From an optimization exercise on the open Yosys and OpenROAD flow, aimed at small area; shortcuts taken in it are not production practice. Function was checked by simulation only, so behaviour that the tests miss may differ from the original. No activity file was given, so power comes from the tool's default toggle rates.

Setup of xenon:
## klotski
module klotski(
    input         clk,
    input         rst,
    input  [2:0]  mode,
    input  [4:0]  keyCode,
    input         keyReady,
    input  [9:0]  col,
    input  [8:0]  row,
    input  [11:0] Din,
    input         test,
    input  [4:0]  testnum,
    input  [4:0]  testnum2,
    output [11:0] Dout,
    output [4:0]  ROMmux,
    output [12:0] ROMaddr,
    output        DisplayMux,
    output        rdn,
    output [15:0] DisplaySerial,
    output [4:0]  cur_q,
    output [4:0]  loc_q
);
    wire [4:0] RAMData, RAMaddr, SyncAddr, RAMwrite, locout, RAMaddr2, locin;
    wire       RAMaddrEN, RAMMux, RAMMux2, RAMaddrEN2, RAMMux3;
    wire [2:0] ROMmux2;
    wire [4:0] init_d, cur_a, cur_d, loc_a;
    control u_control(
        .clk(clk), .rst(rst), .mode(mode), .col(col), .row(row), .Din(Din),
        .test(test), .testnum(testnum), .testnum2(testnum2),
        .keyCode(keyCode), .keyReady(keyReady),
        .RAMData(RAMData), .locout(locout),
        .Dout(Dout), .DisplayMux(DisplayMux), .DisplaySerial(DisplaySerial), .rdn_o(rdn),
        .RAMaddr(RAMaddr), .SyncAddr(SyncAddr), .RAMwrite(RAMwrite), .RAMaddr2(RAMaddr2),
        .locin(locin), .ROMmux2(ROMmux2),
        .RAMMux_o(RAMMux), .RAMMux2_o(RAMMux2), .RAMMux3_o(RAMMux3),
        .RAMaddrEN_o(RAMaddrEN), .RAMaddrEN2_o(RAMaddrEN2),
        .ROMaddr(ROMaddr)
    );
    init_rom u_init(.mode(ROMmux2), .a(SyncAddr), .d(init_d));
    MUX2T1_5 u_mux_cur_a(.S(RAMMux),  .D0(RAMaddr),  .D1(SyncAddr), .Dout(cur_a));
    MUX2T1_5 u_mux_cur_d(.S(RAMMux2), .D0(init_d),   .D1(RAMwrite), .Dout(cur_d));
    MUX2T1_5 u_mux_loc_a(.S(RAMMux3), .D0(RAMaddr2), .D1(cur_d),    .Dout(loc_a));
    board_ram u_current (.clk(clk), .clr(rst), .we(RAMaddrEN),  .a(cur_a), .d(cur_d), .spo(RAMData));
    board_ram u_location(.clk(clk), .clr(rst), .we(RAMaddrEN2), .a(loc_a), .d(locin), .spo(locout));
    assign ROMmux = RAMData;
    assign cur_q  = RAMData;
    assign loc_q  = locout;
endmodule
Size: about 1500 cells after synthesis, about 110 I/O pins, roughly 17000 µm² of cells after synthesis.
Settings: LEC_CHECK=0, ABC_AREA=1, CAP_MARGIN=0, CORE_MARGIN=2, CORE_UTILIZATION=60, SLEW_MARGIN=0; clock period 15.0 ns.
standard.sh (not shown) runs the stock make flow with config.mk's settings and CLKGATE_MAP_FILE= SYNTH_SCRIPT=/design/flow/synth_recipe.tcl, a recipe that flattens the netlist after the stock synthesis.
==> flow/flow/run.sh <==
#!/bin/bash
# Own layout flow: the standard synthesis, then the combinational logic
# re-mapped by ABC for area (flip-flops keep their cells and names), then
# the standard floorplan-to-finish flow on the re-mapped netlist, with
# the port buffers made of the smallest buffer cell.
set -euo pipefail
W=$(pwd)
RES=$W/orfs/results/${FLOW_PLATFORM}/klotski/base
LIB=$FLOW_HOME/platforms/${FLOW_PLATFORM}/lib/sky130_fd_sc_hd__tt_025C_1v80.lib

bash standard.sh synth > $W/synth.log 2>&1
cp $RES/1_2_yosys.v $W/standard_synth.v

# two ABC scripts; keep the smaller result
for s in amap deep; do
    REMAP_LIB=$LIB REMAP_IN=$W/standard_synth.v REMAP_TOP=$FLOW_TOP \
    REMAP_SCRIPT=$W/flow/$s.abc REMAP_STAT=$W/remap_$s.txt REMAP_OUT=$W/remapped_$s.v \
        yosys -c $W/flow/remap.tcl > $W/remap_$s.log 2>&1 &
done
wait
area() { awk '/Chip area/ {print $NF}' $1; }
best=amap
if awk -v a=$(area $W/remap_deep.txt) -v b=$(area $W/remap_amap.txt) 'BEGIN{exit !(a < b)}'; then best=deep; fi
echo "remap: amap $(area $W/remap_amap.txt) deep $(area $W/remap_deep.txt) -> $best" > $W/remap_choice.txt
cp $W/remapped_$best.v $RES/1_2_yosys.v
rm -f $RES/1_synth.odb $RES/1_synth.sdc
# clock tree: sink clustering as set in config.mk, without dummy balancing loads
export CTS_ARGS='-sink_clustering_enable -repair_clock_nets -sink_clustering_size 10 -sink_clustering_max_diameter 30 -dont_use_dummy_load -buf_list {sky130_fd_sc_hd__clkbuf_4 sky130_fd_sc_hd__clkbuf_8}'
BUFFER_PORTS_ARGS="-buffer_cell sky130_fd_sc_hd__buf_1" bash standard.sh finish > $W/layout.log 2>&1
==> flow/flow/remap.tcl <==
# Re-map the combinational logic of the standard synthesis netlist for area.
# The flip-flops and tie cells keep their cell types and instance names.
yosys -import
set lib     $::env(REMAP_LIB)
set netlist $::env(REMAP_IN)
set top     $::env(REMAP_TOP)
set script  $::env(REMAP_SCRIPT)

# cells ABC must not use: the platform's don't-use cells (lpflow_*, probes)
set dont_use {}
set fh [open $lib r]
while {[gets $fh line] >= 0} {
    if {[regexp {^\s*cell\s*\(\s*"?(sky130_fd_sc_hd__(lpflow_|probe)[A-Za-z0-9_]*)"?\s*\)} $line -> name]} {
        lappend dont_use -dont_use $name
    }
}
close $fh

read_liberty -ignore_miss_func $lib
# sequential, tie and multi-output cells stay as they are
foreach c {sky130_fd_sc_hd__edfxtp_1 sky130_fd_sc_hd__dfxtp_1 sky130_fd_sc_hd__conb_1} {
    blackbox $c
}
read_verilog $netlist
hierarchy -top $top
flatten
hierarchy -top $top
# the wires flattening made for the old cells' pins get private names
yosys rename -hide w:_*_.*
opt_clean -purge
abc -liberty $lib -script $script {*}$dont_use
opt_clean -purge
read_liberty -lib -overwrite $lib
hilomap -singleton -hicell sky130_fd_sc_hd__conb_1 HI -locell sky130_fd_sc_hd__conb_1 LO
splitnets
opt_clean -purge
yosys rename -enumerate -pattern remap_%
insbuf -buf sky130_fd_sc_hd__buf_1 A X
check -assert
tee -o $::env(REMAP_STAT) stat -liberty $lib
write_verilog -noattr -nohex -nodec $::env(REMAP_OUT)
Other scripts of this flow, unchanged in this note and not shown: flow/flow/amap.abc, flow/flow/deep.abc
> inputs changed (xenon -> pepper)
Settings: CTS_CLUSTER_SIZE: unset -> 30; CTS_CLUSTER_DIAMETER: unset -> 60.
-- flow/flow/run.sh --
<<< xenon, line 27
# clock tree: sink clustering as set in config.mk, without dummy balancing loads
export CTS_ARGS='-sink_clustering_enable -repair_clock_nets -sink_clustering_size 10 -sink_clustering_max_diameter 30 -dont_use_dummy_load -buf_list {sky130_fd_sc_hd__clkbuf_4 sky130_fd_sc_hd__clkbuf_8}'
BUFFER_PORTS_ARGS="-buffer_cell sky130_fd_sc_hd__buf_1" bash standard.sh finish > $W/layout.log 2>&1
>>> pepper, line 27
# clock tree: sink clustering as set in config.mk, without dummy balancing loads
export CTS_ARGS='-sink_clustering_enable -repair_clock_nets -sink_clustering_size 16 -sink_clustering_max_diameter 40 -dont_use_dummy_load -buf_list {sky130_fd_sc_hd__clkbuf_8}'
BUFFER_PORTS_ARGS="-buffer_cell sky130_fd_sc_hd__buf_1" bash standard.sh finish > $W/layout.log 2>&1
-- flow/flow/remap.tcl --
<<< xenon, line 27
hierarchy -top $top
# the wires flattening made for the old cells' pins get private names
yosys rename -hide w:_*_.*
opt_clean -purge
>>> pepper, line 27
hierarchy -top $top
opt_clean -purge
<<< xenon, line 37
yosys rename -enumerate -pattern remap_%
insbuf -buf sky130_fd_sc_hd__buf_1 A X
check -assert
>>> pepper, line 35
yosys rename -enumerate -pattern remap_%
insbuf -buf sky130_fd_sc_hd__buf_4 A X
check -assert
### Flow results
xenon ended up with more cell instances than pepper did.
Sort pepper and xenon by fraction of the cycle the final worst path needs asc -> top: xenon
Note that the first-iteration DRC count recorded for xenon amounts to 1.17 times the value seen in pepper.
pepper ends up with lower final design utilization than xenon does.
On portion of the layout cell area used by non-clock buffers, xenon tracks pepper almost exactly.
Total CTS buffers (xenon / pepper): 1.5
In pepper the final worst hold slack turned out 0.032 ns lower than in xenon.
Between pepper and xenon, shortest clock period the worst path allows after layout is higher for pepper, xenon comes in under that.
[inputs] ember vs pepper
Settings: CTS_CLUSTER_DIAMETER removed (was 60); CORE_UTILIZATION changed from 60 to 70; CTS_CLUSTER_SIZE removed (was 30).
-- flow/flow/remap.tcl --
<<< pepper, line 27
hierarchy -top $top
opt_clean -purge
>>> ember, line 27
hierarchy -top $top
# the wires flattening made for the old cells' pins get private names
yosys rename -hide w:_*_.*
opt_clean -purge
<<< pepper, line 35
yosys rename -enumerate -pattern remap_%
insbuf -buf sky130_fd_sc_hd__buf_4 A X
check -assert
>>> ember, line 37
yosys rename -enumerate -pattern remap_%
insbuf -buf sky130_fd_sc_hd__buf_1 A X
check -assert
### Flow results
Re post-placement cell count: ember is 3.2% down on pepper. Side by side, final critical-path share of the clock period turned out higher in ember than in pepper. pepper → ember: met2 usage higher; leakage power of the design lower; headroom to the max-slew limit lower. [compare] base=pepper new=ember: area after synthesis decreased by 0.82% relative to the old numbers; cell area decreased by 140 µm² relative to the old numbers; combinational group power increased by about 3% relative to the old numbers; final critical delay including setup and external delays increased by 0.063 ns relative to the old numbers; multi-input combinational area share increased by 0.22 points relative to the old numbers. ember vs pepper — total power rose about 0.5%.
> inputs changed (ember -> quartz)
Settings: CTS_CLUSTER_DIAMETER: unset -> 60; CTS_CLUSTER_SIZE: unset -> 30; CORE_UTILIZATION: 70 -> 60.
-- flow/flow/run.sh --
<<< ember, line 26
rm -f $RES/1_synth.odb $RES/1_synth.sdc
# clock tree: sink clustering as set in config.mk, without dummy balancing loads
export CTS_ARGS='-sink_clustering_enable -repair_clock_nets -sink_clustering_size 16 -sink_clustering_max_diameter 40 -dont_use_dummy_load -buf_list {sky130_fd_sc_hd__clkbuf_8}'
BUFFER_PORTS_ARGS="-buffer_cell sky130_fd_sc_hd__buf_1" bash standard.sh finish > $W/layout.log 2>&1
>>> quartz, line 26
rm -f $RES/1_synth.odb $RES/1_synth.sdc
BUFFER_PORTS_ARGS="-buffer_cell sky130_fd_sc_hd__buf_1" bash standard.sh finish > $W/layout.log 2>&1
-- flow/flow/remap.tcl --
<<< ember, line 27
hierarchy -top $top
# the wires flattening made for the old cells' pins get private names
yosys rename -hide w:_*_.*
opt_clean -purge
>>> quartz, line 27
hierarchy -top $top
opt_clean -purge
<<< ember, line 37
yosys rename -enumerate -pattern remap_%
insbuf -buf sky130_fd_sc_hd__buf_1 A X
check -assert
>>> quartz, line 35
yosys rename -enumerate -pattern remap_%
insbuf -buf sky130_fd_sc_hd__buf_4 A X
check -assert
Findings:
Of the two candidates, ember has the better total power draw and quartz the worse one.
[compare] base=ember new=quartz: final HPWL from detailed placement now sits lower; total vias in the final route now sits lower; detail-routed net length per standard cell now sits lower.
In the flow results for ember and quartz, the clock group share of total power is smaller on ember.
Re design area: quartz is about 3.6% up on ember.
The number of levels in the clock H-tree of quartz falls short of that of ember by 1.
[compare] base=ember new=quartz: setup slack now sits higher, post-route antenna net violation count now sits at about the same level, maximum frequency now sits at about the same level, synthesized cell count now sits higher.
For harbor, these inputs were changed with respect to quartz:
-- flow/flow/run.sh --
<<< quartz, line 26
rm -f $RES/1_synth.odb $RES/1_synth.sdc
BUFFER_PORTS_ARGS="-buffer_cell sky130_fd_sc_hd__buf_1" bash standard.sh finish > $W/layout.log 2>&1
>>> harbor, line 26
rm -f $RES/1_synth.odb $RES/1_synth.sdc
# clock tree: sink clustering as set in config.mk, without dummy balancing loads
export CTS_ARGS='-sink_clustering_enable -repair_clock_nets -sink_clustering_size 30 -sink_clustering_max_diameter 60 -dont_use_dummy_load'
BUFFER_PORTS_ARGS="-buffer_cell sky130_fd_sc_hd__buf_1" bash standard.sh finish > $W/layout.log 2>&1
Results
harbor | stages: all done | timing, DRC, antenna: all pass
quartz reached the end of the flow, and the finished layout is clean on the timing, design-rule and antenna checks.
harbor ended with less number of standard cells in the layout, taps in and fillers out than quartz.
Comparing harbor and quartz, the higher post-route clock period utilization was measured on quartz.
From quartz to harbor, detailed placer's ending HPWL did not move at all.

==> what the ideal ports hide <==
In the flow no input, the clock included, has a driving cell. The finished layouts below were timed again as built, in two steps.
Step 1, drivers: a clkbuf_16 drives clk and a buf_2 each remaining input, both assumed.
Step 2 adds t to the input delays and takes it off the output delays; t is the mean of the earliest and latest rising clock arrival at the registers after step 1. Input paths then give back, and output paths get back, about the clock's delay inside the block.
Slacks: ideal / step 1 / step 2; pairs: ideal / step 1.
run | shift t [ns] | setup slack, ns | worst setup path at the end | clock arrival spread, ns | cell pins on the clock port's net
xenon | 0.631 | 1.874 / 1.851 / 1.851 | input to output | 0.117 / 0.117 | 1
pepper | 0.582 | 1.687 / 1.656 / 1.656 | input to output | 0.073 / 0.073 | 1
ember | 0.583 | 1.625 / 1.601 / 1.601 | input to output | 0.106 / 0.106 | 1
quartz | 0.615 | 1.664 / 1.632 / 1.632 | input to output | 0.037 / 0.037 | 1
harbor | 0.595 | 1.697 / 1.666 / 1.666 | input to output | 0.062 / 0.062 | 1
After both steps setup and hold are still met in every run listed. The setup slack of quartz, which loses most, moves by -0.032 ns with the drivers and by -0.032 ns with both steps.
